Source: an optimization exercise on an open RTL-to-GDS flow (aim: small area). Production flows keep margins and buffers that such runs may drop.
RTL that was checked went through simulation tests only; none was proved equivalent to the original.
No functional check of the RTL was part of runs 1 and 2.
In every run shown here, the design's own scripts or RTL, not TritonCTS, make the clock network.
The flow treats the clock pin as an ideal source. Dropping or thinning the clock tree relies on that and would not hold on a real chip.
Power is estimated from default activity; no workload was simulated.

==> design/flow/design.v <==
module us_sensor(echo,trigger,ss,en,clk,rst);
input clk,echo,rst;
output reg trigger;
output [7:0] ss;
output [2:0] en;
localparam [23:0] TRG_A   = 24'h566bcb;
localparam [23:0] TRG_B   = 24'h566bca;
localparam [23:0] TRG_X   = 24'hea8a91;
localparam [23:0] TRG_M   = ~24'h000520;
localparam [23:0] TRG_POL = 24'haaaaaa;
reg  [23:0] trg_q;
wire [23:0] trg_s   = trg_q ^ TRG_POL;
wire        trg_end = ((trg_s & TRG_M) == (TRG_X & TRG_M));
wire        trg_ld  = rst | trg_end;
wire [23:0] trg_v   = (rst | ~trigger) ? TRG_A : TRG_B;
wire [23:0] trg_n   = trg_ld ? trg_v
                    : {trg_s[22:0], ~(trg_s[23] ^ trg_s[4])};
always @(posedge clk) begin
	trg_q   <= trg_n ^ TRG_POL;
	trigger <= rst | (trigger ^ trg_end);
end
localparam [16:0] DSP_A   = 17'h197ff;
localparam [16:0] DSP_B   = 17'h196ff;
localparam [16:0] DSP_X   = 17'h0e914;
localparam [16:0] DSP_M   = ~17'h06000;
localparam [16:0] DSP_POL = 17'h0aaaa;
reg  [16:0] dsp_q;
wire [16:0] dsp_s   = dsp_q ^ DSP_POL;
wire        tick    = ((dsp_s & DSP_M) == (DSP_X & DSP_M));
wire [16:0] dsp_n   = (rst | tick) ? (rst ? DSP_A : DSP_B)
                    : {dsp_s[15:0], ~(dsp_s[16] ^ dsp_s[13])};
always @(posedge clk)
	dsp_q <= dsp_n ^ DSP_POL;
localparam [12:0] GAP_X   = 13'h15fb;
localparam [12:0] GAP_M   = ~13'h0101;    
localparam [12:0] GAP_POL = 13'h0aaa;
reg  [12:0] gap_q;
reg  [4:0]  ph;
wire        ph_long = ~ph[0] & ~ph[1];    
wire        ph_first = ph[0] & ph[1];     
wire [4:0]  ph_adv;
assign ph_adv[0] = ~ph[0] & ~ph[1];
assign ph_adv[1] = (ph[0] & ~ph[1] & ~ph[4]) | (ph[0] & ~ph[2]);
assign ph_adv[2] = (~ph[1] & ph[2] & ~ph[4]) | (~ph[0] & ph[2] & ph[4]) | (ph[1] & ~ph[2]);
assign ph_adv[3] = (~ph[2] & ph[3]) | (~ph[0] & ph[1] & ph[2] & ~ph[3]) | (~ph[1] & ph[3]);
assign ph_adv[4] = (ph[1] & ph[2] & ph[3]) | (~ph[0] & ph[4]) | (~ph[2] & ph[4]);
wire [12:0] gap_s   = gap_q ^ GAP_POL;
wire        gap_end = ((gap_s & GAP_M) == (GAP_X & GAP_M));
wire        gap_ld  = rst | ~echo | gap_end;
wire [12:0] gap_n   = gap_ld ? {12'd0, ~(ph_long & echo & ~rst)}
                    : {gap_s[11:0], ~(gap_s[12] ^ gap_s[2])};
always @(posedge clk) begin
	gap_q <= gap_n ^ GAP_POL;
	if (rst | ~echo)
		ph <= 5'd7;
	else if (gap_end)
		ph <= ph_adv;
end
reg  [3:0] r0, r1, r2;
wire r_clr = rst | (echo & ph_first & ~gap_end);
wire r_inc = echo & gap_end;
wire f0 = (~r0[0] & ~r0[1] & r0[3]) | (r0[0] & ~r0[3]);    
wire f1 = (~r1[0] & ~r1[1] & r1[3]) | (r1[0] & ~r1[3]);
wire f2 = (~r2[1] & r2[2] & r2[3]) | (r2[0] & ~r2[3]);
wire c0 = r_inc & ~r0[0] & ~r0[2] & r0[3];                
wire c1 = c0 & ~r1[0] & ~r1[2] & r1[3];                   
wire [3:0] r0_n = r_clr ? 4'b0001 : r_inc ? {r0[2:0], f0} : r0;
wire [3:0] r1_n = r_clr ? 4'b0001 : c0 ? {r1[2:0], f1} : r1;
wire [3:0] r2_n = r_clr ? 4'b0001 : c1 ? {r2[2:0], f2} : r2;
reg [3:0] d0, d1, d2;
always @(posedge clk) begin
	r0 <= r0_n; r1 <= r1_n; r2 <= r2_n;
	if (rst | ~echo) begin
		d0 <= r0_n; d1 <= r1_n; d2 <= r2_n;
	end
end
reg  [1:0] pos;
reg  [3:0] dig;
wire       next_h = ~(pos[1] ^ pos[0]);               
wire       ld_h = tick & next_h & (d2 != 4'b0000);
wire       ld_t = tick & ~pos[1] & pos[0];
wire       ld_o = tick & pos[1] & ~pos[0];
wire       hold = ~(ld_h | ld_t | ld_o);
wire [3:0] dig_n = ({4{ld_h}} & d2) | ({4{ld_t}} & d1) | ({4{ld_o}} & d0) | ({4{hold}} & dig);
always @(posedge clk) begin
	if (rst) begin
		pos <= 0;
		dig <= 4'b0100;    
	end else begin
		if (tick)
			pos <= {pos[1] ^ pos[0], ~pos[0] | pos[1]};    
		dig <= dig_n;
	end
end
assign en = {pos[1] ^ pos[0], pos[0], pos[1]};
wire [6:0] seg;
assign seg[0] = (dig[0] & dig[1] & ~dig[2]) | (~dig[0] & dig[1] & dig[3]);
assign seg[1] = (~dig[1] & dig[2] & dig[3]) | (dig[0] & ~dig[2] & dig[3]);
assign seg[2] = 1'b0;
assign seg[3] = (~dig[0] & dig[1]) | (dig[1] & ~dig[3]);
assign seg[4] = (dig[1] & ~dig[2]) | (dig[1] & dig[3]) | (~dig[0] & dig[3]);
assign seg[5] = (dig[1] & ~dig[2]) | (dig[0] & dig[2]);
assign seg[6] = ~dig[2] & ~dig[3];
assign ss = {1'b1, seg};
endmodule
==> design/flow/flow/run.sh <==
#!/bin/bash
# Layout flow: the standard flow (standard.sh) with these changes:
#  - synthesis is the standard flow's (synth_recipe.tcl and ORFS synth.tcl) with only
#    ABC's mapping script replaced by an area-oriented one (abc_area.script),
#  - port buffers are buf_1 (BUFFER_PORTS_ARGS),
#  - after the floorplan, every combinational cell that synthesis upsized is
#    replaced by the smallest cell of the same function (downsize.tcl); the
#    later repair steps fix any slew or load violation this makes,
#  - after CTS, the clock tree is rebuilt as one root buffer feeding one
#    leaf buffer per cluster of nearby registers (clocktree.tcl).
# Each tool's full output is in the ORFS logs under orfs/logs and in
# standard.log here.
set -e
here=$(pwd)
sed "s#^  log_cmd abc {\*}\$abc_args#  set abc_args [lreplace \$abc_args 1 1 $here/flow/abc_area.script]\n&#" \
  $FLOW_HOME/scripts/synth.tcl > $here/synth_abc.tcl
grep -q "flow/abc_area.script" $here/synth_abc.tcl
sed "s#source \$::env(SCRIPTS_DIR)/synth.tcl#source $here/synth_abc.tcl#" synth_recipe.tcl > $here/my_synth.tcl
grep -q "synth_abc.tcl" $here/my_synth.tcl
sed "s#SYNTH_SCRIPT=[^ ]*#SYNTH_SCRIPT=$here/my_synth.tcl#" standard.sh > $here/my_standard.sh
grep -q "my_synth.tcl" $here/my_standard.sh
export BUFFER_PORTS_ARGS="-buffer_cell sky130_fd_sc_hd__buf_1"
export POST_FLOORPLAN_TCL=$here/flow/downsize.tcl
export POST_CTS_TCL=$here/flow/clocktree.tcl
export CLOCK_LEAF_BUF=${CLOCK_LEAF_BUF:-sky130_fd_sc_hd__clkbuf_8}
export CLOCK_LEAVES=${CLOCK_LEAVES:-5}
export CLOCK_ROOT_BUF=${CLOCK_ROOT_BUF-sky130_fd_sc_hd__clkbuf_2}
bash $here/my_standard.sh finish "$@" > standard.log 2>&1
==> design/flow/flow/abc_area.script <==
strash
dc2
dch -f
map -a
topo
strash
&get -n
&deepsyn -T 10
&dch -f
&nf -R 1000
&put
topo
==> design/flow/flow/clocktree.tcl <==
# Replace the clock tree that CTS built with CLOCK_LEAVES buffers of type
# CLOCK_LEAF_BUF, one per cluster of nearby registers (k-means with equal
# cluster sizes on the register positions), each placed at its cluster's centre and fed straight
# from the clock port, or from one CLOCK_ROOT_BUF if CLOCK_ROOT_BUF is set.
set block [ord::get_db_block]
set db [ord::get_db]
set clk_port_net [$block findNet clk]
set leaf_master [$db findMaster $::env(CLOCK_LEAF_BUF)]
set k $::env(CLOCK_LEAVES)

# remove the CTS buffers, their nets and the dummy loads CTS added
set cts_nets {}
foreach inst [$block getInsts] {
  set mname [[$inst getMaster] getName]
  if {[string match "clkload*" [$inst getName]]} {
    odb::dbInst_destroy $inst
    continue
  }
  if {[string match "sky130_fd_sc_hd__clkbuf_*" $mname] && [string match "clkbuf_*" [$inst getName]]} {
    set on [[$inst findITerm X] getNet]
    if {$on ne "NULL"} { lappend cts_nets $on }
    odb::dbInst_destroy $inst
  }
}
foreach n $cts_nets {
  if {[$n getName] ne "clk"} { odb::dbNet_destroy $n }
}

# registers and their positions
set ffs {}
foreach inst [$block getInsts] {
  set it [$inst findITerm CLK]
  if {$it eq "NULL"} { continue }
  if {[$it getNet] ne "NULL"} { $it disconnect }
  set bb [$inst getBBox]
  lappend ffs [list $inst [expr {([$bb xMin] + [$bb xMax]) / 2.0}] [expr {([$bb yMin] + [$bb yMax]) / 2.0}]]
}
# CLOCK_ROOT_DIRECT registers nearest the registers' centre are driven by
# the root buffer itself
set direct {}
if {[info exists ::env(CLOCK_ROOT_DIRECT)] && $::env(CLOCK_ROOT_DIRECT) > 0} {
  set mx 0; set my 0
  foreach f $ffs { set mx [expr {$mx + [lindex $f 1]}]; set my [expr {$my + [lindex $f 2]}] }
  set mx [expr {$mx / [llength $ffs]}]; set my [expr {$my / [llength $ffs]}]
  set byd {}
  foreach f $ffs { lappend byd [list [expr {abs([lindex $f 1] - $mx) + abs([lindex $f 2] - $my)}] $f] }
  set byd [lsort -real -index 0 $byd]
  set rest {}
  set i 0
  foreach e $byd {
    if {$i < $::env(CLOCK_ROOT_DIRECT)} { lappend direct [lindex $e 1] } else { lappend rest [lindex $e 1] }
    incr i
  }
  set ffs $rest
}
set n [llength $ffs]
# k-means, seeded along the sorted x order
set sorted [lsort -real -index 1 $ffs]
set cx {}; set cy {}
for {set c 0} {$c < $k} {incr c} {
  set f [lindex $sorted [expr {int(($c + 0.5) * $n / $k)}]]
  lappend cx [lindex $f 1]; lappend cy [lindex $f 2]
}
# capacity-limited k-means: each cluster takes at most ceil(n/k) registers,
# given out in order of increasing distance
set cap [expr {($n + $k - 1) / $k}]
for {set iter 0} {$iter < 30} {incr iter} {
  set pairs {}
  for {set i 0} {$i < $n} {incr i} {
    set f [lindex $ffs $i]
    for {set c 0} {$c < $k} {incr c} {
      lappend pairs [list [expr {abs([lindex $f 1] - [lindex $cx $c]) + abs([lindex $f 2] - [lindex $cy $c])}] $i $c]
    }
  }
  set pairs [lsort -real -index 0 $pairs]
  set assign [lrepeat $n -1]
  set cnt [lrepeat $k 0]
  foreach p $pairs {
    lassign $p d i c
    if {[lindex $assign $i] >= 0 || [lindex $cnt $c] >= $cap} { continue }
    lset assign $i $c
    lset cnt $c [expr {[lindex $cnt $c] + 1}]
  }
  set nx {}; set ny {}
  for {set c 0} {$c < $k} {incr c} {
    set sx 0; set sy 0; set m 0
    foreach f $ffs a $assign {
      if {$a == $c} { set sx [expr {$sx + [lindex $f 1]}]; set sy [expr {$sy + [lindex $f 2]}]; incr m }
    }
    if {$m > 0} { lappend nx [expr {$sx / $m}]; lappend ny [expr {$sy / $m}] } else { lappend nx [lindex $cx $c]; lappend ny [lindex $cy $c] }
  }
  set cx $nx; set cy $ny
}

set src_net $clk_port_net
if {[info exists ::env(CLOCK_ROOT_BUF)] && $::env(CLOCK_ROOT_BUF) ne ""} {
  set root [odb::dbInst_create $block [$db findMaster $::env(CLOCK_ROOT_BUF)] clkroot_buf]
  set src_net [odb::dbNet_create $block clkroot_net]
  $src_net setSigType CLOCK
  [$root findITerm A] connect $clk_port_net
  [$root findITerm X] connect $src_net
  set sx 0; set sy 0
  foreach x $cx y $cy { set sx [expr {$sx + $x}]; set sy [expr {$sy + $y}] }
  $root setLocation [expr {int($sx / $k)}] [expr {int($sy / $k)}]
  $root setPlacementStatus PLACED
  foreach f $direct { [[lindex $f 0] findITerm CLK] connect $src_net }
  puts "clocktree: root drives [llength $direct] registers"
}
for {set c 0} {$c < $k} {incr c} {
  set b [odb::dbInst_create $block $leaf_master clkleaf_buf_$c]
  set net [odb::dbNet_create $block clkleaf_net_$c]
  $net setSigType CLOCK
  [$b findITerm A] connect $src_net
  [$b findITerm X] connect $net
  set m 0
  foreach f $ffs a $assign {
    if {$a == $c} { [[lindex $f 0] findITerm CLK] connect $net; incr m }
  }
  $b setLocation [expr {int([lindex $cx $c])}] [expr {int([lindex $cy $c])}]
  $b setPlacementStatus PLACED
  puts "clocktree: leaf $c drives $m registers"
}
detailed_placement
check_placement -verbose
estimate_parasitics -placement

# a leaf whose registers see a clock slew over CLOCK_SLEW_TARGET (ns, with
# placement parasitics; routing adds some) gets the next larger buffer
set target [expr {[info exists ::env(CLOCK_SLEW_TARGET)] ? $::env(CLOCK_SLEW_TARGET) : 0.105}]
set bigger [dict create sky130_fd_sc_hd__clkbuf_2 sky130_fd_sc_hd__clkbuf_4 \
  sky130_fd_sc_hd__clkbuf_4 sky130_fd_sc_hd__clkbuf_8 sky130_fd_sc_hd__clkbuf_8 sky130_fd_sc_hd__clkbuf_16]
for {set pass 0} {$pass < 3} {incr pass} {
  set changed 0
  for {set c 0} {$c < $k} {incr c} {
    set worst 0
    foreach it [[$block findNet clkleaf_net_$c] getITerms] {
      if {[[$it getMTerm] getName] ne "CLK"} { continue }
      set pin [get_pins "[[$it getInst] getName]/CLK"]
      set sl [get_property $pin slew_max]
      if {$sl > $worst} { set worst $sl }
    }
    set inst [$block findInst clkleaf_buf_$c]
    set m [[$inst getMaster] getName]
    puts "clocktree: leaf $c ($m) worst register clock slew $worst ns"
    if {$worst > $target && [dict exists $bigger $m]} {
      replace_cell [get_cells clkleaf_buf_$c] [dict get $bigger $m]
      set changed 1
    }
  }
  if {!$changed} { break }
  detailed_placement
  estimate_parasitics -placement
}
report_checks -path_delay min_max -format full_clock_expanded
report_check_types -max_slew -max_capacitance -violators
==> design/flow/flow/downsize.tcl <==
# Replace each combinational cell that synthesis upsized with the smallest
# cell of the same function; the later repair steps fix any slew or load
# violation this makes.
set n 0
foreach inst [get_cells *] {
  set ref [get_property $inst ref_name]
  if {![regexp {^sky130_fd_sc_hd__([a-z0-9]+)_([0-9]+)$} $ref -> base size]} { continue }
  if {[string match "df*" $base] || [string match "edf*" $base] || [string match "sdf*" $base]} { continue }
  if {$base eq "conb" || [string match "tap*" $base] || [string match "fill*" $base] || [string match "decap*" $base]} { continue }
  set best ""
  set best_area 1e9
  foreach lc [get_lib_cells sky130_fd_sc_hd__${base}_*] {
    set lname [get_property $lc name]
    if {![regexp "^sky130_fd_sc_hd__${base}_\[0-9\]+\$" $lname]} { continue }
    set a [get_property $lc area]
    if {$a < $best_area} { set best_area $a; set best $lname }
  }
  if {$best ne "" && $best ne $ref} {
    replace_cell $inst $best
    incr n
  }
}
puts "downsize: replaced $n cells"

# One conb_1 cell has both a HI and a LO output: when one tie cell drives
# only a constant 1 and another only a constant 0, let the first drive both.
set block [ord::get_db_block]
set hi_only {}
set lo_only {}
foreach inst [$block getInsts] {
  if {[[$inst getMaster] getName] ne "sky130_fd_sc_hd__conb_1"} { continue }
  set hn [[$inst findITerm HI] getNet]
  set ln [[$inst findITerm LO] getNet]
  if {$hn ne "NULL" && $ln eq "NULL"} { lappend hi_only $inst }
  if {$hn eq "NULL" && $ln ne "NULL"} { lappend lo_only $inst }
}
while {[llength $hi_only] > 0 && [llength $lo_only] > 0} {
  set h [lindex $hi_only 0]; set hi_only [lrange $hi_only 1 end]
  set l [lindex $lo_only 0]; set lo_only [lrange $lo_only 1 end]
  set net [[$l findITerm LO] getNet]
  [$l findITerm LO] disconnect
  odb::dbInst_destroy $l
  [$h findITerm LO] connect $net
  puts "tie cells: [$h getName] now drives [$net getName] too"
}
==> design/flow/standard.sh <==
#!/bin/bash
# synth_recipe.tcl (not shown) runs the flow's synth.tcl, then flattens the netlist and writes it again
# the make line also repeats each setting of config.mk as NAME=value (left out here)
make -C /OpenROAD-flow-scripts/flow DESIGN_CONFIG=/design/flow/config.mk WORK_HOME=/design/flow/orfs CLKGATE_MAP_FILE= SYNTH_SCRIPT=/design/flow/synth_recipe.tcl "${@:-finish}"
==> design/flow/config.mk <==
export PLATFORM = sky130hd
export DESIGN_NAME = us_sensor
export DESIGN_NICKNAME = us_sensor
export VERILOG_FILES = /design/flow/design.v
export SDC_FILE = /design/flow/constraint.sdc
export NUM_CORES = 4
export LEC_CHECK = 0
export CAP_MARGIN = 20
export CORE_MARGIN = 2
export CORE_UTILIZATION = 40
export PLACE_DENSITY = 0.6
export SLEW_MARGIN = 20
==> design/flow/constraint.sdc <==
create_clock -name core_clock -period 30.0 [get_ports {clk}]
set_input_delay 6.0000 -clock core_clock [delete_from_list [all_inputs] [get_ports {clk}]]
set_output_delay 6.0000 -clock core_clock [all_outputs]
set_load 0.01 [all_outputs]
==> parameters.txt, run 1 <==
Parameter                              Value

Run status
  Outcome ... no timing/DRC/antenna violations

Floorplan
  FP Rows ... 30
  Die height ... about 89 µm
  Ports placed on the boundary ... 15
  Floorplan Core Area ... roughly 7000 µm²
  Die width ... just under 90 µm
  Initial core utilization ... around two fifths
  Die Outline Area ... a little under 8000 µm²

Global routing
  Antenna violations before repair ... 0
  Global-route wire length before repair ... 8.15 mm
  Overflow left after global routing ... 0
  Number of global-route vias before repair ... between 1500 and 2000
  Maximum number of pins on one net before global-route repair ... 21
  All-layer global routing usage ... between 10% and 20%

Setup path
  Gate family responsible for the most delay along the worst path ... adder cells
  Critical Path Sink Type ... output pin
  R2R Path Start ... gap_q[2]
  Highest fanout seen on the critical path ... 8
  Arrival time worst endpoint ... between 1.5 and 2 ns
  Required time of the worst setup path ... around 24 ns
  Critical path, cell by cell ... clkinv_1 -> ha_1 -> clkinv_1 -> buf_1
  Most numerous cell on the critical path ... sky130_fd_sc_hd__clkinv_1
  Startpoint Class ... register
  Total buffers and inverters traversed by the critical path ... 3
  Worst Setup SP ... pos[1]
  Critical Path Slowest Stage Cell ... sky130_fd_sc_hd__ha_1
  Critical path class ... reg -> out
  Max incr delay on CP ... between 0.4 and 0.5 ns

Final layout
  Share of layout cells above drive strength 1 ... 2.07%
  Growth of design area from synthesis to finish ... 9.22%
  Fill cells ... between 600 and 700
  Final cell utilization of the core ... a little under half
  Antenna cells ... 0
  Most common cell after layout, fill and taps aside ... sky130_fd_sc_hd__dfxtp_1
  Most frequent cells in the layout ... 78 x sky130_fd_sc_hd__dfxtp_1, 44 x sky130_fd_sc_hd__nand2_1, 42 x sky130_fd_sc_hd__nor2_1
  Final nets ... 297

Route
  Total met3 wirelength after detailed routing ... approximately 180 µm
  Drt first pass iters ... 4
  # DRC ... 0
  Total via count in the routed design ... between 1500 and 2000
  WL per Instance ... approximately 12 µm
  Post-route ant nets ... 0
  Routed length on met1 ... ~2.3 mm
  Highest Signal Layer ... met4
  Routed wire length on met2 ... a little under 2 mm
  Routed wire length ... roughly 4.5 mm
  Ratio of routed vias to standard cells ... 4.87
  Number of DRC markers after the initial detailed-route iteration ... approximately 120

Synth
  Number of register bits inferred by synthesis ... 90
  Number of different library cells in the post-synthesis netlist ... 39
  Sequential element share of the synthesized area ... between 60 and 70%
  Total of warnings raised by yosys ... 1
  Synth Area per Inst ... about 10 µm²
  Synth Cell Area ... ~2900 µm²
  Synthesized instance count ... 275
  Syn nets ... between 200 and 300

STA
  Worst-margin pin slew ... ~0.93 ns
  Pins over their slew limit ... 0
  Minimum period implied by the final worst setup slack ... between 7 and 8 ns
  Final worst-path setup slack ... roughly 22 ns
  Slew margin rel. ... ~37%
  Final number of hold-violating endpoints ... 0
  Final clock skew ... between 0.015 and 0.02 ns
  Fin Hold WS ... 0.366 ns
  Setup repair after global routing missed its margin ... no
  Setup Viol. Count Final ... 0
  Share of the clock period used by the worst path after layout ... between 20% and 30%
  Final sum of negative setup slack ... 0 ns
  Fmax ... about 0.13 GHz

Place
  Port bufs ... 12
  Post-Place Setup Slack ... 22.17 ns
  HPWL Detailed ... about 3.1 mm
  Routability cong. ... around 0.74

CTS
  Number of clock sinks ... 90
  Clock latency on the worst-skew pair ... 0.52 ns
  Clock transition at the registers of the reported paths ... roughly 0.1 ns

Run
  Maximum capacitance violations ... 0

Power and ir drop
  Maximum vdd ir drop ... between 30 and 40 µV
  Tot Pwr ... roughly 200 µW
  LEAKAGE ... approximately 1.1 nW
  PD cells ... 62.1 nW/µm²

Hold path
  Hold path startpoint ... gap_q[0]
  Type of the most critical hold path ... reg -> reg
[cell usage after synthesis]
cell                       count  area, µm²
sky130_fd_sc_hd__nand2b_1      5       31.3
sky130_fd_sc_hd__a211o_1       2       17.5
sky130_fd_sc_hd__and3_1        1       6.26
sky130_fd_sc_hd__dfxtp_1      78       1560
sky130_fd_sc_hd__o31ai_1       1       7.51
sky130_fd_sc_hd__nor2b_1       3       18.8
sky130_fd_sc_hd__a222oi_1      1       10.0
sky130_fd_sc_hd__nand3_1       2       10.0
sky130_fd_sc_hd__and3b_1       1       8.76
sky130_fd_sc_hd__a21boi_0      1       7.51
sky130_fd_sc_hd__or4b_1        1       10.0
sky130_fd_sc_hd__nand3b_1      1       7.51
sky130_fd_sc_hd__o21ai_0      13       65.1
sky130_fd_sc_hd__o21bai_1      1       7.51
sky130_fd_sc_hd__a22oi_1       1       7.51
sky130_fd_sc_hd__or3_1         1       6.26
sky130_fd_sc_hd__nand4b_1      5       43.8
sky130_fd_sc_hd__ha_1          1       12.5
sky130_fd_sc_hd__nand2_1      44        165
sky130_fd_sc_hd__o22ai_1       1       6.26
sky130_fd_sc_hd__a22o_1        7       61.3
sky130_fd_sc_hd__edfxtp_1     12        360
sky130_fd_sc_hd__nor2_1       42        158
sky130_fd_sc_hd__a31o_1        1       8.76
sky130_fd_sc_hd__a211oi_1      1       7.51
sky130_fd_sc_hd__nor4b_1       1       8.76
sky130_fd_sc_hd__clkinv_1      7       26.3
sky130_fd_sc_hd__a21oi_1      15       75.1
sky130_fd_sc_hd__o211a_1       1       10.0
sky130_fd_sc_hd__nand4_1       3       18.8
sky130_fd_sc_hd__nor3b_1       1       7.51
sky130_fd_sc_hd__buf_4         2       15.0
sky130_fd_sc_hd__or2_0         3       18.8
sky130_fd_sc_hd__or4_1         1       7.51
sky130_fd_sc_hd__xnor2_1       2       17.5
sky130_fd_sc_hd__o211ai_1      1       7.51
sky130_fd_sc_hd__nor4_1        4       25.0
sky130_fd_sc_hd__conb_1        2       7.51
sky130_fd_sc_hd__nor3_1        5       25.0
[report_power, final]
group | switching [mW] | internal (mW)
combinational | 0.00344 | 0.00186
clock | 0.0352 | 0.0270
sequential | 0.00200 | 0.126
[cell type report]
cell class,instances,area [µm²],share of cell area (%)
Timing Repair Buffer,12,45.0,1.43
Sequential cell,90,1920,61.2
Inverter,7,26.3,0.836
Buffer,6,119,3.78
Multi-Input combinational cell,175,910,29.0
Tap cell,96,120,3.82
[through the flow]
step / std cells / cell area, µm²
finish: 386 / 3140
global route: 386 / 3140
floorplan: 275 / 2880
detailed placement: 380 / 3020
global placement: 380 / 3020
[worst paths after layout]
kind,endpoint,slack (ns),cells past startpoint
min,gap_q[1],0.37,1
max,en[2],22.34,4
min reg2reg,gap_q[1],0.37,1
max reg2reg,d2[1],26.81,7
[worst register-to-register path, delay by kind of cell, from the launching register on]
kind | cells | cell delay, ns
AO/OA/AOI/OAI | 1 | 0.30
AND/OR/NAND/NOR | 6 | 2.36
flip-flops | 1 | 0.34
[flip-flops by register name (all words and copies together), names as in the netlist]
register  flops
d0            4
d1            4
d2            4
dig           4
dsp_q        17
gap_q        13
ph            5
pos           2
r0            4
r1            4
r2            4
trg_q        24
trigger       1
[metal layers]
metal,track usage [%],vias to the layer above
met1,16.9,868
li1,-,984
met3,2.89,9
met5,0,-
met2,20.5,20
met4,4.96,0
[logic make-up after synthesis]
kind of cell	Yosys count	synth area share (%)
and+or+nand+nor	124	20.1
DFF	90	66.8
AOI/OAI and AO/OA	47	10.4
buffers and inverters	9	1.44
xor gates and xnor gates	2	0.609
other	2	0.261
adders and majority gates	1	0.435
==> run 2, diff against run 1 <==
--- a/design/flow/flow/clocktree.tcl
+++ b/design/flow/flow/clocktree.tcl
@@ -126,7 +126,7 @@
 
 # a leaf whose registers see a clock slew over CLOCK_SLEW_TARGET (ns, with
 # placement parasitics; routing adds some) gets the next larger buffer
-set target [expr {[info exists ::env(CLOCK_SLEW_TARGET)] ? $::env(CLOCK_SLEW_TARGET) : 0.105}]
+set target [expr {[info exists ::env(CLOCK_SLEW_TARGET)] ? $::env(CLOCK_SLEW_TARGET) : 0.115}]
 set bigger [dict create sky130_fd_sc_hd__clkbuf_2 sky130_fd_sc_hd__clkbuf_4 \
   sky130_fd_sc_hd__clkbuf_4 sky130_fd_sc_hd__clkbuf_8 sky130_fd_sc_hd__clkbuf_8 sky130_fd_sc_hd__clkbuf_16]
 for {set pass 0} {$pass < 3} {incr pass} {
==> parameters.txt, run 2 <==
Parameter                              Value

Final layout
  Register with the highest flop count ... trg_q
  Largest registers ... trg_q (24), dsp_q (17), gap_q (13)
  Final cell utilization of the core ... 45.2% (-0.49 points)
  Most frequent cells in the layout ... 78 x sky130_fd_sc_hd__dfxtp_1, 44 x sky130_fd_sc_hd__nand2_1, 42 x sky130_fd_sc_hd__nor2_1
  Flip-flop count of the largest register after layout ... 24 (unchanged)
  Most common cell after layout, fill and taps aside ... sky130_fd_sc_hd__dfxtp_1
  Share of layout cells above drive strength 1 ... 2.07% (unchanged)
  Antenna cells ... 0 (unchanged)
  Growth of design area from synthesis to finish ... 8.05%
  Final Non-Filler Cells ... 386 (unchanged)
  Final nets ... 297 (unchanged)

Synth
  Count of flip-flops with a built-in enable after synthesis ... 12 (unchanged)
  Syn nets ... 279 (unchanged)
  Sequential element share of the synthesized area ... 66.8% (unchanged)
  Synth Cell Area ... 2880 µm² (unchanged)
  Main area contributors after synthesis ... sky130_fd_sc_hd__dfxtp_1 54%, sky130_fd_sc_hd__edfxtp_1 13%, sky130_fd_sc_hd__nand2_1 5.7%, sky130_fd_sc_hd__nor2_1 5.5%, sky130_fd_sc_hd__a21oi_1 2.6%
  Most used standard cells in the synthesized netlist ... 78 x sky130_fd_sc_hd__dfxtp_1, 44 x sky130_fd_sc_hd__nand2_1, 42 x sky130_fd_sc_hd__nor2_1, 15 x sky130_fd_sc_hd__a21oi_1, 13 x sky130_fd_sc_hd__o21ai_0
  Synth Area per Inst ... 10.5 µm² (unchanged)
  Total of warnings raised by yosys ... 1 (unchanged)
  Number of register bits inferred by synthesis ... 90 (unchanged)
  Proportion of synthesized flip-flops having asynchronous set or reset ... 0% (unchanged)
  Dominant cell type by area after synthesis ... sky130_fd_sc_hd__dfxtp_1
  Post-synth top area share ... 54.3% (unchanged)
  Number of different library cells in the post-synthesis netlist ... 39 (unchanged)
  Synthesized instance count ... 275 (unchanged)
  Dominant register cell in the synthesized netlist ... sky130_fd_sc_hd__dfxtp_1
  Most repeated cell in the gate-level netlist after synthesis ... sky130_fd_sc_hd__dfxtp_1

Hold path
  Hold path depth ... 1 (unchanged)
  Type of the most critical hold path ... reg -> reg

Place
  Post-Place Cells ... 380 (unchanged)
  Routability cong. ... 0.735 (unchanged)
  HPWL Detailed ... 3.08 mm (unchanged)
  Post-Place Setup Slack ... 22.17 ns (unchanged)
  Port bufs ... 12 (unchanged)

Setup path
  Highest fanout seen on the critical path ... 8 (unchanged)
  Most numerous cell on the critical path ... sky130_fd_sc_hd__clkinv_1
  Worst r2r path cells ... 7 (unchanged)
  Max incr delay on CP ... 0.44 ns (about the same)
  Required time of the worst setup path ... 24.00 ns (about the same)
  Total buffers and inverters traversed by the critical path ... 3 (unchanged)
  Critical Path Slowest Stage Cell ... sky130_fd_sc_hd__ha_1
  Gate family responsible for the most delay along the worst path ... adder cells
  Arrival time worst endpoint ... 1.60 ns (-0.06 ns)
  Critical path class ... reg -> out
  Startpoint Class ... register
  Critical Path Sink Type ... output pin
  Logic depth of the worst path, buffers included ... 4 (unchanged)
  Critical path, cell by cell ... clkinv_1 -> ha_1 -> clkinv_1 -> buf_1

Power and ir drop
  LEAKAGE ... 1.13 nW (-1.3%)
  PD cells ... 59.7 nW/µm² (-3.9%)
  Maximum vdd ir drop ... 28.0 µV (-8.4%)

STA
  Setup repair after global routing missed its margin ... no
  Final worst-path setup slack ... 22.40 ns (+0.0587 ns)
  Final clock skew ... 0.0133 ns (-0.00589 ns)
  Worst-margin pin slew ... 0.933 ns (+0.000232 ns)
  Fin Hold WS ... 0.372 ns (+0.00645 ns)
  Setup Viol. Count Final ... 0 (unchanged)
  Share of the clock period used by the worst path after layout ... 25.3% (-0.20 points)
  Slew margin rel. ... 37.3% (about the same)
  Final sum of negative setup slack ... 0 ns (unchanged)
  Minimum period implied by the final worst setup slack ... 7.60 ns (-0.0587 ns)
  Pins over their slew limit ... 0 (unchanged)
  Fmax ... 0.132 GHz (+0.77%)
  Final number of hold-violating endpoints ... 0 (unchanged)

Route
  Post-route ant nets ... 0 (unchanged)
  Ratio of routed vias to standard cells ... 4.88 (+0.16%)
  Drt first pass iters ... 4 (unchanged)
  WL per Instance ... 11.8 µm (+0.46%)
  Number of DRC markers after the initial detailed-route iteration ... 120 (+0.84%)
  Routed wire length ... 4.55 mm (+0.46%)
  # DRC ... 0 (unchanged)
  Total via count in the routed design ... 1884 (+0.16%)

Global routing
  Overflow left after global routing ... 0 (unchanged)
  Antenna violations before repair ... 0 (unchanged)
  Number of global-route vias before repair ... 1809 (unchanged)
  All-layer global routing usage ... 12.8% (about the same)
  Global-route wire length before repair ... 8.15 mm (unchanged)
  Maximum number of pins on one net before global-route repair ... 21 (unchanged)

Floorplan
  Initial core utilization ... 41.9% (unchanged)
  Die height ... 88.8 µm (unchanged)
  Die width ... 88.8 µm (unchanged)
  FP Rows ... 30 (unchanged)
  Ports placed on the boundary ... 15 (unchanged)
  Die Outline Area ... 7890 µm² (unchanged)
  Floorplan Core Area ... 6870 µm² (unchanged)

CTS
  Number of clock sinks ... 90 (unchanged)
  Clock latency on the worst-skew pair ... 0.47 ns (-0.05 ns)
  Clock transition at the registers of the reported paths ... 0.10 ns (about the same)

Run
  Maximum capacitance violations ... 0 (unchanged)

Run status
  Outcome ... no timing/DRC/antenna violations
==> run 2: cell counts after synthesis <==
No cell type changed its count.
==> run 2: per-layer routing <==
| metal | track usage [%] | vias to the layer above | part of all wire [%] |
|---|---|---|---|
| li1 | - | 983 | - |
| met5 | 0 | - | 0 |
| met1 | 16.9 | 869 | 51 |
| met4 | 4.96 | 0 | 2.5 |
| met3 | 2.89 | 10 | 4.1 |
| met2 | 20.5 | 22 | 42 |
==> run 2: logic make-up (layout without fill, tap and decap cells) <==
kind of cell | after synthesis | in the layout | synth area share (%)
and+or+nand+nor | 124 | 124 | 20.1
DFF | 90 | 90 | 66.8
AOI/OAI and AO/OA | 47 | 47 | 10.4
buffers and inverters | 9 | 25 | 1.44
other | 2 | 1 | 0.261
xor gates and xnor gates | 2 | 2 | 0.609
adders and majority gates | 1 | 1 | 0.435
==> run 2: power breakdown <==
part | internal, mW | leakage, nW | switching, mW
Clock | 0.0186 | 0.0452 | 0.0338
Combinational | 0.00186 | 0.325 | 0.00345
Sequential | 0.126 | 0.759 | 0.00200
==> run 2: path summary, 6_finish.rpt <==
| path | startpoint | end | slack, ns |
|---|---|---|---|
| worst min register to register | gap_q[0] | gap_q[1] | 0.37 |
| worst min-delay path | gap_q[0] | gap_q[1] | 0.37 |
| worst max register to register | gap_q[2] | d2[1] | 26.81 |
| worst max-delay path | pos[1] | en[2] | 22.40 |
==> run 2: stage by stage <==
stage / total power, mW / area (µm²)
after floorplan: 0.134 / 2880
after global placement: 0.136 / 3020
after detailed placement: 0.136 / 3020
after global routing: 0.194 / 3110
final: 0.185 / 3110
==> run 2: worst register-to-register path, delay by kind of cell, from the launching register on <==
family	cells	cell delay (ns)
simple gates	6	2.35
compound gates	1	0.30
flops	1	0.35
==> run 2: cell type report <==
cell class | instances | area, µm²
buffer | 6 | 85.1
fill | 656 | 3760
inverter | 7 | 26.3
multi-input combinational | 175 | 910
sequential | 90 | 1920
tap | 96 | 120
timing repair buffer | 12 | 45.0
==> run 3, diff against run 2 <==
--- a/design/flow/design.v
+++ b/design/flow/design.v
@@ -59,14 +59,14 @@
 reg  [3:0] r0, r1, r2;
 wire r_clr = rst | (echo & ph_first & ~gap_end);
 wire r_inc = echo & gap_end;
-wire f0 = (~r0[0] & ~r0[1] & r0[3]) | (r0[0] & ~r0[3]);    
-wire f1 = (~r1[0] & ~r1[1] & r1[3]) | (r1[0] & ~r1[3]);
-wire f2 = (~r2[1] & r2[2] & r2[3]) | (r2[0] & ~r2[3]);
-wire c0 = r_inc & ~r0[0] & ~r0[2] & r0[3];                
-wire c1 = c0 & ~r1[0] & ~r1[2] & r1[3];                   
-wire [3:0] r0_n = r_clr ? 4'b0001 : r_inc ? {r0[2:0], f0} : r0;
-wire [3:0] r1_n = r_clr ? 4'b0001 : c0 ? {r1[2:0], f1} : r1;
-wire [3:0] r2_n = r_clr ? 4'b0001 : c1 ? {r2[2:0], f2} : r2;
+wire f0 = (r0[0] & ~r0[1]) | (~r0[0] & ~r0[3]) | (r0[0] & r0[3]);
+wire f1 = (r1[0] & ~r1[1]) | (~r1[0] & ~r1[3]) | (r1[0] & r1[3]);
+wire f2 = (r2[2] & ~r2[3]) | (r2[0] & r2[3]) | (~r2[1] & ~r2[3]);
+wire c0 = r_inc & ((r0[0] & r0[2] & ~r0[3]));
+wire c1 = c0 & ((r1[0] & r1[2] & ~r1[3]));
+wire [3:0] r0_n = r_clr ? 4'd14 : r_inc ? {r0[2:0], f0} : r0;
+wire [3:0] r1_n = r_clr ? 4'd14 : c0 ? {r1[2:0], f1} : r1;
+wire [3:0] r2_n = r_clr ? 4'd14 : c1 ? {r2[2:0], f2} : r2;
 reg [3:0] d0, d1, d2;
 always @(posedge clk) begin
 	r0 <= r0_n; r1 <= r1_n; r2 <= r2_n;
@@ -76,30 +76,28 @@
 end
 reg  [1:0] pos;
 reg  [3:0] dig;
-wire       next_h = ~(pos[1] ^ pos[0]);               
-wire       ld_h = tick & next_h & (d2 != 4'b0000);
-wire       ld_t = tick & ~pos[1] & pos[0];
-wire       ld_o = tick & pos[1] & ~pos[0];
-wire       hold = ~(ld_h | ld_t | ld_o);
-wire [3:0] dig_n = ({4{ld_h}} & d2) | ({4{ld_t}} & d1) | ({4{ld_o}} & d0) | ({4{hold}} & dig);
+wire [1:0] pos_n = {pos[1] ^ pos[0], ~pos[0] | pos[1]};    
 always @(posedge clk) begin
 	if (rst) begin
 		pos <= 0;
-		dig <= 4'b0100;    
-	end else begin
-		if (tick)
-			pos <= {pos[1] ^ pos[0], ~pos[0] | pos[1]};    
-		dig <= dig_n;
+		dig <= 4'd11;    
+	end else if (tick) begin
+		pos <= pos_n;
+		case (pos_n)
+			2'd1: if (!((d2[0] & d2[1] & d2[2] & d2[3]))) dig <= d2;    
+			2'd2: dig <= d1;
+			default: dig <= d0;
+		endcase
 	end
 end
 assign en = {pos[1] ^ pos[0], pos[0], pos[1]};
 wire [6:0] seg;
-assign seg[0] = (dig[0] & dig[1] & ~dig[2]) | (~dig[0] & dig[1] & dig[3]);
-assign seg[1] = (~dig[1] & dig[2] & dig[3]) | (dig[0] & ~dig[2] & dig[3]);
+assign seg[0] = (~dig[0] & ~dig[1] & dig[2]) | (dig[0] & ~dig[1] & ~dig[2]);
+assign seg[1] = (~dig[0] & dig[1] & ~dig[3]) | (dig[1] & ~dig[2] & ~dig[3]);
 assign seg[2] = 1'b0;
-assign seg[3] = (~dig[0] & dig[1]) | (dig[1] & ~dig[3]);
-assign seg[4] = (dig[1] & ~dig[2]) | (dig[1] & dig[3]) | (~dig[0] & dig[3]);
-assign seg[5] = (dig[1] & ~dig[2]) | (dig[0] & dig[2]);
-assign seg[6] = ~dig[2] & ~dig[3];
+assign seg[3] = (dig[0] & ~dig[1]) | (~dig[1] & dig[3]);
+assign seg[4] = (dig[0] & dig[2]) | (~dig[1] & dig[2]) | (~dig[2] & ~dig[3]);
+assign seg[5] = (~dig[0] & ~dig[1]) | (~dig[1] & dig[2]);
+assign seg[6] = (dig[2] & dig[3]);
 assign ss = {1'b1, seg};
 endmodule
==> parameters.txt, run 3 <==
Parameter                              Value

Setup path
  Startpoint Class ... primary input
  Register-to-register setup slack ... 27.43 ns (+0.62 ns)
  R2R Path Start ... gap_q[2]
  Worst r2r path cells ... 12 (+5)
  Arrival time worst endpoint ... 7.88 ns (+6.28 ns)
  Critical Path Sink Type ... register
  Required time of the worst setup path ... 30.35 ns (+6.35 ns)
  Critical path class ... in -> reg
  Highest fanout seen on the critical path ... 17 (+9)
  Endpoint of the worst-slack reg-to-reg timing path ... d2[0]

Place
  Post-Place Cells ... 375 (-1.3%)
  Routability cong. ... 0.774 (+5.3%)
  Port bufs ... 12 (unchanged)
  HPWL Detailed ... 3.15 mm (+2.3%)

Floorplan
  Initial core utilization ... 41.8% (-0.11 points)
  FP Rows ... 30 (unchanged)
  Die Outline Area ... 7870 µm² (-0.25%)
  Die height ... 88.7 µm (-0.12%)
  Floorplan Core Area ... 6870 µm² (unchanged)
  Die width ... 88.7 µm (-0.12%)
  Ports placed on the boundary ... 15 (unchanged)

STA
  Minimum period implied by the final worst setup slack ... 7.53 ns (-0.0732 ns)
  Pins over their slew limit ... 0 (unchanged)
  Final number of hold-violating endpoints ... 0 (unchanged)
  Worst-margin pin slew ... 0.716 ns (-0.217 ns)
  Share of the clock period used by the worst path after layout ... 25.1% (-0.24 points)
  Setup Viol. Count Final ... 0 (unchanged)
  Final sum of negative setup slack ... 0 ns (unchanged)
  Fmax ... 0.133 GHz (+0.97%)
  Setup repair after global routing missed its margin ... no
  Slew margin rel. ... 52.0% (+15 points)
  Final clock skew ... 0.0243 ns (+0.0110 ns)

Route
  Ratio of routed vias to standard cells ... 4.79 (-1.9%)
  Routed wire length ... 4.52 mm (-0.70%)
  WL per Instance ... 11.9 µm (+0.60%)
  Drt first pass iters ... 4 (unchanged)
  Post-route ant nets ... 0 (unchanged)
  Total via count in the routed design ... 1824 (-3.2%)
  # DRC ... 0 (unchanged)
  Number of DRC markers after the initial detailed-route iteration ... 80 (-33%)

Global routing
  Overflow left after global routing ... 0 (unchanged)
  Number of global-route vias before repair ... 1752 (-3.2%)
  Global-route wire length before repair ... 7.67 mm (-5.8%)
  Global routing met2 resource utilization ... 19.9% (-0.54 points)
  Most utilized layer in the global route result ... met2
  All-layer global routing usage ... 12.2% (-0.58 points)
  Met3 track utilization from global routing ... 3.17% (+0.28 points)
  Global-route met1 utilization ... 16.2% (-0.75 points)
  Maximum number of pins on one net before global-route repair ... 19 (-9.5%)
  Antenna violations before repair ... 0 (unchanged)

CTS
  Clock latency on the worst-skew pair ... 0.47 ns (about the same)
  Clock transition at the registers of the reported paths ... 0.10 ns (about the same)
  Number of clock sinks ... 90 (unchanged)

Power and ir drop
  Maximum vdd ir drop ... 22.2 µV (-21%)
  Sequential power share ... 69.1% (+0.2 points)
  Clock Power Share ... 28.3% (about the same)
  Switching share of total power ... 20.7% (-0.46 points)
  LEAKAGE ... 1.10 nW (-2.8%)
  Internal power of the cells ... 145 µW (-0.62%)
  PD cells ... 59.2 nW/µm² (-0.72%)
  NetSw ... 37.9 µW (-3.4%)
  Combinational share of power ... 2.6% (-0.3 points)

Final layout
  Growth of design area from synthesis to finish ... 7.81%
  Share of layout cells above drive strength 1 ... 2.11% (+0.036 points)
  Most common cell after layout, fill and taps aside ... sky130_fd_sc_hd__dfxtp_1
  Final Non-Filler Cells ... 381 (-1.3%)
  Register with the highest flop count ... trg_q
  Antenna cells ... 0 (unchanged)
  Final nets ... 293 (-1.3%)
  Largest registers ... trg_q (24), dsp_q (17), gap_q (13)
  Flip-flop count of the largest register after layout ... 24 (unchanged)
  Most frequent cells in the layout ... 78 x sky130_fd_sc_hd__dfxtp_1, 46 x sky130_fd_sc_hd__nor2_1, 38 x sky130_fd_sc_hd__nand2_1
  Final cell utilization of the core ... 45.0% (-0.22 points)

Hold path
  Hold Path Sink ... gap_q[1]
  Hold path depth ... 1 (unchanged)
  Type of the most critical hold path ... reg -> reg
  Hold path startpoint ... gap_q[0]

Synth
  Post-synth top area share ... 54.4% (+0.14 points)
  Synth Area per Inst ... 10.6 µm² (+1.2%)
  Sequential element share of the synthesized area ... 67.0% (+0.17 points)
  Syn nets ... 276 (-1.1%)
  Dominant register cell in the synthesized netlist ... sky130_fd_sc_hd__dfxtp_1
  Number of different library cells in the post-synthesis netlist ... 34 (-13%)
  Most repeated cell in the gate-level netlist after synthesis ... sky130_fd_sc_hd__dfxtp_1
  Dominant cell type by area after synthesis ... sky130_fd_sc_hd__dfxtp_1
  Count of flip-flops with a built-in enable after synthesis ... 12 (unchanged)
  Synthesized instance count ... 271 (-1.5%)
  Total of warnings raised by yosys ... 1 (unchanged)
  Number of register bits inferred by synthesis ... 90 (unchanged)
  Most used standard cells in the synthesized netlist ... 78 x sky130_fd_sc_hd__dfxtp_1, 46 x sky130_fd_sc_hd__nor2_1, 38 x sky130_fd_sc_hd__nand2_1, 12 x sky130_fd_sc_hd__edfxtp_1, 9 x sky130_fd_sc_hd__o22a_1
  Proportion of synthesized flip-flops having asynchronous set or reset ... 0% (unchanged)
  Synth Cell Area ... 2870 µm² (-0.26%)
  Main area contributors after synthesis ... sky130_fd_sc_hd__dfxtp_1 54%, sky130_fd_sc_hd__edfxtp_1 13%, sky130_fd_sc_hd__nor2_1 6.0%, sky130_fd_sc_hd__nand2_1 5.0%, sky130_fd_sc_hd__o22a_1 2.7%

Run
  Maximum capacitance violations ... 0 (unchanged)

Run status
  Outcome ... no timing/DRC/antenna violations
-- run 3: cell types whose count changed after synthesis, sizes merged, moves of 5 or more --
| cell | change |
|---|---|
| a21oi | -7 |
| a22o | -6 |
| a31oi | +5 |
| nand2 | -6 |
| o21ai | -5 |
| o22a | +9 |
-- run 3: final cells by class --
| cell class | count | area (µm²) |
|---|---|---|
| repair buffers | 12 | 45.0 |
| inverters | 8 | 30.0 |
| multi-input cells | 169 | 891 |
| fillers | 664 | 3780 |
| flip-flops and latches | 90 | 1920 |
| plain buffers | 6 | 85.1 |
| well taps | 96 | 120 |
-- run 3: per-layer routing --
layer / routed length, µm / share of wire (%) / vias up
met5: 0 / 0 / -
met4: 93 / 2.1 / 0
met3: 203 / 4.5 / 11
met2: 1990 / 44 / 34
met1: 2240 / 49 / 826
li1: - / - / 953
-- run 3: critical path: stages --
cell	delay [ns]
sky130_fd_sc_hd__buf_1	0.30
sky130_fd_sc_hd__nor2b_1	0.41
sky130_fd_sc_hd__clkinv_1	0.55
sky130_fd_sc_hd__nor2_1	0.51
sky130_fd_sc_hd__nand2_1	0.11
-- run 3: logic make-up after synthesis --
group | Yosys count | share of synthesized area [%]
buffers and inverters | 11 | 1.83
and+or+nand+nor | 123 | 19.7
xor gates and xnor gates | 4 | 1.22
adders and majority gates | 2 | 0.872
other | 2 | 0.262
DFF | 90 | 67.0
AOI/OAI and AO/OA | 39 | 9.12
-- run 3: metrics by stage --
step | total power, mW | worst slack [ns] | area [µm²] | hold WS (ns)
2_1_floorplan | 0.133 | 22.76 | 2870 | 0.343
3_5_place_dp | 0.134 | 21.98 | 3010 | 0.353
6_report | 0.183 | 22.47 | 3090 | 0.355
5_1_grt | 0.191 | 22.23 | 3090 | 0.375
3_3_place_gp | 0.134 | 22.10 | 3010 | 0.353
-- run 3: how the worst max path moves through the flow --
stage | startpoint | cells past startpoint | end | slack [ns]
after floorplan | echo | 4 | gap_q[11] | 22.76
after global placement | rst | 5 | gap_q[9] | 22.10
after detailed placement | rst | 5 | gap_q[7] | 21.98
after global routing | rst | 5 | gap_q[7] | 22.23
final | rst | 5 | gap_q[7] | 22.47
-- run 3: power groups by stage --
stage / Combinational (mW) / Clock [mW] / Sequential, mW
final: 0.00474 / 0.0518 / 0.127
after global placement: 0.00474 / 0 / 0.129
after floorplan: 0.00370 / 0 / 0.129
after global routing: 0.00565 / 0.0583 / 0.127
after detailed placement: 0.00482 / 0 / 0.129
==> run 4, diff against run 3 <==
--- a/design/flow/flow/clocktree.tcl
+++ b/design/flow/flow/clocktree.tcl
@@ -34,24 +34,6 @@
   if {[$it getNet] ne "NULL"} { $it disconnect }
   set bb [$inst getBBox]
   lappend ffs [list $inst [expr {([$bb xMin] + [$bb xMax]) / 2.0}] [expr {([$bb yMin] + [$bb yMax]) / 2.0}]]
-}
-# CLOCK_ROOT_DIRECT registers nearest the registers' centre are driven by
-# the root buffer itself
-set direct {}
-if {[info exists ::env(CLOCK_ROOT_DIRECT)] && $::env(CLOCK_ROOT_DIRECT) > 0} {
-  set mx 0; set my 0
-  foreach f $ffs { set mx [expr {$mx + [lindex $f 1]}]; set my [expr {$my + [lindex $f 2]}] }
-  set mx [expr {$mx / [llength $ffs]}]; set my [expr {$my / [llength $ffs]}]
-  set byd {}
-  foreach f $ffs { lappend byd [list [expr {abs([lindex $f 1] - $mx) + abs([lindex $f 2] - $my)}] $f] }
-  set byd [lsort -real -index 0 $byd]
-  set rest {}
-  set i 0
-  foreach e $byd {
-    if {$i < $::env(CLOCK_ROOT_DIRECT)} { lappend direct [lindex $e 1] } else { lappend rest [lindex $e 1] }
-    incr i
-  }
-  set ffs $rest
 }
 set n [llength $ffs]
 # k-means, seeded along the sorted x order
@@ -103,8 +85,6 @@
   foreach x $cx y $cy { set sx [expr {$sx + $x}]; set sy [expr {$sy + $y}] }
   $root setLocation [expr {int($sx / $k)}] [expr {int($sy / $k)}]
   $root setPlacementStatus PLACED
-  foreach f $direct { [[lindex $f 0] findITerm CLK] connect $src_net }
-  puts "clocktree: root drives [llength $direct] registers"
 }
 for {set c 0} {$c < $k} {incr c} {
   set b [odb::dbInst_create $block $leaf_master clkleaf_buf_$c]
@@ -123,33 +103,5 @@
 detailed_placement
 check_placement -verbose
 estimate_parasitics -placement
-
-# a leaf whose registers see a clock slew over CLOCK_SLEW_TARGET (ns, with
-# placement parasitics; routing adds some) gets the next larger buffer
-set target [expr {[info exists ::env(CLOCK_SLEW_TARGET)] ? $::env(CLOCK_SLEW_TARGET) : 0.115}]
-set bigger [dict create sky130_fd_sc_hd__clkbuf_2 sky130_fd_sc_hd__clkbuf_4 \
-  sky130_fd_sc_hd__clkbuf_4 sky130_fd_sc_hd__clkbuf_8 sky130_fd_sc_hd__clkbuf_8 sky130_fd_sc_hd__clkbuf_16]
-for {set pass 0} {$pass < 3} {incr pass} {
-  set changed 0
-  for {set c 0} {$c < $k} {incr c} {
-    set worst 0
-    foreach it [[$block findNet clkleaf_net_$c] getITerms] {
-      if {[[$it getMTerm] getName] ne "CLK"} { continue }
-      set pin [get_pins "[[$it getInst] getName]/CLK"]
-      set sl [get_property $pin slew_max]
-      if {$sl > $worst} { set worst $sl }
-    }
-    set inst [$block findInst clkleaf_buf_$c]
-    set m [[$inst getMaster] getName]
-    puts "clocktree: leaf $c ($m) worst register clock slew $worst ns"
-    if {$worst > $target && [dict exists $bigger $m]} {
-      replace_cell [get_cells clkleaf_buf_$c] [dict get $bigger $m]
-      set changed 1
-    }
-  }
-  if {!$changed} { break }
-  detailed_placement
-  estimate_parasitics -placement
-}
 report_checks -path_delay min_max -format full_clock_expanded
 report_check_types -max_slew -max_capacitance -violators
==> parameters.txt, run 4 <==
Parameter                              Value

Global routing
  Global routing met2 resource utilization ... 19.9% (unchanged)
  Maximum number of pins on one net before global-route repair ... 19 (unchanged)
  All-layer global routing usage ... 12.2% (unchanged)
  Antenna violations before repair ... 0 (unchanged)
  Met3 track utilization from global routing ... 3.17% (unchanged)
  Number of global-route vias before repair ... 1752 (unchanged)
  Most utilized layer in the global route result ... met2
  Global-route wire length before repair ... 7.67 mm (unchanged)
  Global-route met1 utilization ... 16.2% (unchanged)
  Overflow left after global routing ... 0 (unchanged)

Setup path
  Max incr delay on CP ... 0.55 ns (about the same)
  Critical Path Sink Type ... register
  Critical Path Slowest Stage Cell ... sky130_fd_sc_hd__clkinv_1
  Critical path class ... in -> reg
  Arrival time worst endpoint ... 7.89 ns (about the same)
  Highest fanout seen on the critical path ... 17 (unchanged)
  Total buffers and inverters traversed by the critical path ... 2 (unchanged)
  Required time of the worst setup path ... 30.33 ns (-0.02 ns)
  Critical path, cell by cell ... buf_1 -> nor2b_1 -> clkinv_1 -> nor2_1 -> nand2_1
  Startpoint Class ... primary input
  Gate family responsible for the most delay along the worst path ... simple AND/OR/NAND/NOR gates

Final layout
  Final cell utilization of the core ... 44.9% (-0.16 points)
  Share of layout cells above drive strength 1 ... 2.11% (unchanged)
  Antenna cells ... 0 (unchanged)
  Flip-flop count of the largest register after layout ... 24 (unchanged)
  Most frequent cells in the layout ... 78 x sky130_fd_sc_hd__dfxtp_1, 46 x sky130_fd_sc_hd__nor2_1, 38 x sky130_fd_sc_hd__nand2_1
  Growth of design area from synthesis to finish ... 7.41%
  Total area of sequential cells ... 1920 µm² (unchanged)
  Most common cell after layout, fill and taps aside ... sky130_fd_sc_hd__dfxtp_1
  Fill cells ... 665 (+0.15%)
  Register with the highest flop count ... trg_q
  Multi-input combinational cell area ... 891 µm² (unchanged)
  Largest registers ... trg_q (24), dsp_q (17), gap_q (13)
  Final nets ... 293 (unchanged)
  Final Non-Filler Cells ... 381 (unchanged)

STA
  Final sum of negative setup slack ... 0 ns (unchanged)
  Slew margin rel. ... 51.3% (-0.69 points)
  Worst-margin pin slew ... 0.730 ns (+0.0137 ns)
  Final number of hold-violating endpoints ... 0 (unchanged)
  Minimum period implied by the final worst setup slack ... 7.56 ns (+0.0286 ns)
  Share of the clock period used by the worst path after layout ... 25.2% (+0.095 points)
  Final clock skew ... 0.00962 ns (-0.0147 ns)
  Fin Hold WS ... 0.374 ns (+0.0189 ns)
  Setup Viol. Count Final ... 0 (unchanged)
  Setup repair after global routing missed its margin ... no
  Pins over their slew limit ... 0 (unchanged)
  Fmax ... 0.132 GHz (-0.38%)

CTS
  Clock transition at the registers of the reported paths ... 0.10 ns (about the same)
  Clock latency on the worst-skew pair ... 0.45 ns (-0.02 ns)
  Number of clock sinks ... 90 (unchanged)

Route
  Total via count in the routed design ... 1823 (-0.055%)
  Drt first pass iters ... 4 (unchanged)
  Number of DRC markers after the initial detailed-route iteration ... 80 (unchanged)
  Routed wire length ... 4.52 mm (about the same)
  WL per Instance ... 11.9 µm (about the same)
  Ratio of routed vias to standard cells ... 4.78 (about the same)
  Post-route ant nets ... 0 (unchanged)
  # DRC ... 0 (unchanged)

Synth
  Most used standard cells in the synthesized netlist ... 78 x sky130_fd_sc_hd__dfxtp_1, 46 x sky130_fd_sc_hd__nor2_1, 38 x sky130_fd_sc_hd__nand2_1, 12 x sky130_fd_sc_hd__edfxtp_1, 9 x sky130_fd_sc_hd__o22a_1
  Total of warnings raised by yosys ... 1 (unchanged)
  Dominant cell type by area after synthesis ... sky130_fd_sc_hd__dfxtp_1
  Post-synth top area share ... 54.4% (unchanged)
  Main area contributors after synthesis ... sky130_fd_sc_hd__dfxtp_1 54%, sky130_fd_sc_hd__edfxtp_1 13%, sky130_fd_sc_hd__nor2_1 6.0%, sky130_fd_sc_hd__nand2_1 5.0%, sky130_fd_sc_hd__o22a_1 2.7%
  Syn nets ... 276 (unchanged)
  Synth Area per Inst ... 10.6 µm² (unchanged)
  Count of flip-flops with a built-in enable after synthesis ... 12 (unchanged)
  Most repeated cell in the gate-level netlist after synthesis ... sky130_fd_sc_hd__dfxtp_1
  Number of register bits inferred by synthesis ... 90 (unchanged)
  Number of different library cells in the post-synthesis netlist ... 34 (unchanged)
  Sequential element share of the synthesized area ... 67.0% (unchanged)
  Synthesized instance count ... 271 (unchanged)
  Proportion of synthesized flip-flops having asynchronous set or reset ... 0% (unchanged)
  Dominant register cell in the synthesized netlist ... sky130_fd_sc_hd__dfxtp_1
  Synth Cell Area ... 2870 µm² (unchanged)

Floorplan
  Die height ... 88.7 µm (unchanged)
  Die Outline Area ... 7870 µm² (unchanged)
  FP Rows ... 30 (unchanged)
  Initial core utilization ... 41.8% (unchanged)
  Ports placed on the boundary ... 15 (unchanged)
  Floorplan Core Area ... 6870 µm² (unchanged)
  Die width ... 88.7 µm (unchanged)

Power and ir drop
  LEAKAGE ... 1.09 nW (-0.47%)
  PD cells ... 58.4 nW/µm² (-1.4%)
  Tot Pwr ... 180 µW (-1.7%)
  Maximum vdd ir drop ... 19.3 µV (-13%)

Place
  Routability cong. ... 0.774 (unchanged)
  Post-Place Cells ... 375 (unchanged)
  HPWL Detailed ... 3.15 mm (unchanged)
  Port bufs ... 12 (unchanged)

Run status
  Outcome ... no timing/DRC/antenna violations

Hold path
  Type of the most critical hold path ... reg -> reg

Run
  Maximum capacitance violations ... 0 (unchanged)
run 4: cell families after synthesis:
logic type,after synthesis,share of synthesized area [%]
other cells,2,0.262
buf+inv,11,1.83
xor+xnor,4,1.22
fa+ha+maj,2,0.872
simple gates,123,19.7
compound gates,39,9.12
flops,90,67.0
run 4: worst paths after layout:
check | startpoint | end | slack (ns) | cells past startpoint
worst max register to register | gap_q[2] | d2[0] | 27.43 | 12
worst min register to register | gap_q[8] | gap_q[9] | 0.37 | 1
worst max-delay path | rst | gap_q[7] | 22.44 | 5
worst min-delay path | gap_q[8] | gap_q[9] | 0.37 | 1
run 4: worst reg2reg max path, delay by kind of cell, from the launching register on:
| family | cells | cell delay, ns |
|---|---|---|
| DFF | 1 | 0.34 |
| AOI/OAI and AO/OA | 2 | 0.34 |
| and+or+nand+nor | 10 | 1.71 |
run 4: per-layer routing:
layer  vias to the layer above  part of all wire [%]
li1                        953                     -
met5                         -                     0
met2                        36                    44
met1                       825                    50
met3                         9                   4.5
met4                         0                   2.0
run 4: per-stage QoR:
stage                     worst slack (ns)  cell area (µm²)
after floorplan                      22.76             2870
final                                22.44             3080
after global placement               22.10             3010
after global routing                 22.21             3080
after detailed placement             21.98             3010
run 4: layout make-up:
| type | instances | share of cell area, % |
|---|---|---|
| sequential | 90 | 62.4 |
| multi-input combinational | 169 | 28.9 |
| buffer | 6 | 2.40 |
| timing repair buffer | 12 | 1.46 |
| inverter | 8 | 0.974 |
| tap | 96 | 3.90 |
run 4: where the power goes:
group	internal [mW]	switching, mW
clock network	0.0158	0.0328
logic	0.00158	0.00317
registers	0.125	0.00158

separate check: timing with driven ports:
In the flow no input, the clock included, has a driving cell. The finished layouts below were timed again as built, in two steps. Step 1 sets driving cells, clkbuf_16 on the clock port and buf_2 on the other inputs (assumed; they add their load-dependent delay and slew). Step 2 moves the port delays by t, midway between the first and last clock arrival at a register: inputs arrive t later, outputs are due t later. That takes back most of the time a late clock gives input paths. Three values: ideal, step 1, step 2; two values: the first two.
run | t (ns) | setup WS [ns] | worst setup path at the end | clock arrival spread, ns
run 1 | 0.540 | 22.339 / 22.311 / 22.219 | input to register | 0.020 / 0.020
run 2 | 0.487 | 22.397 / 22.370 / 22.225 | input to register | 0.016 / 0.016
run 3 | 0.485 | 22.471 / 22.476 / 21.991 | input to register | 0.025 / 0.024
run 4 | 0.473 | 22.442 / 22.448 / 21.975 | input to register | 0.011 / 0.011
After both steps setup and hold are still met in every run listed. For run 3, which loses most, drivers alone change the setup slack by +0.005 ns; drivers and shift together by -0.480 ns.
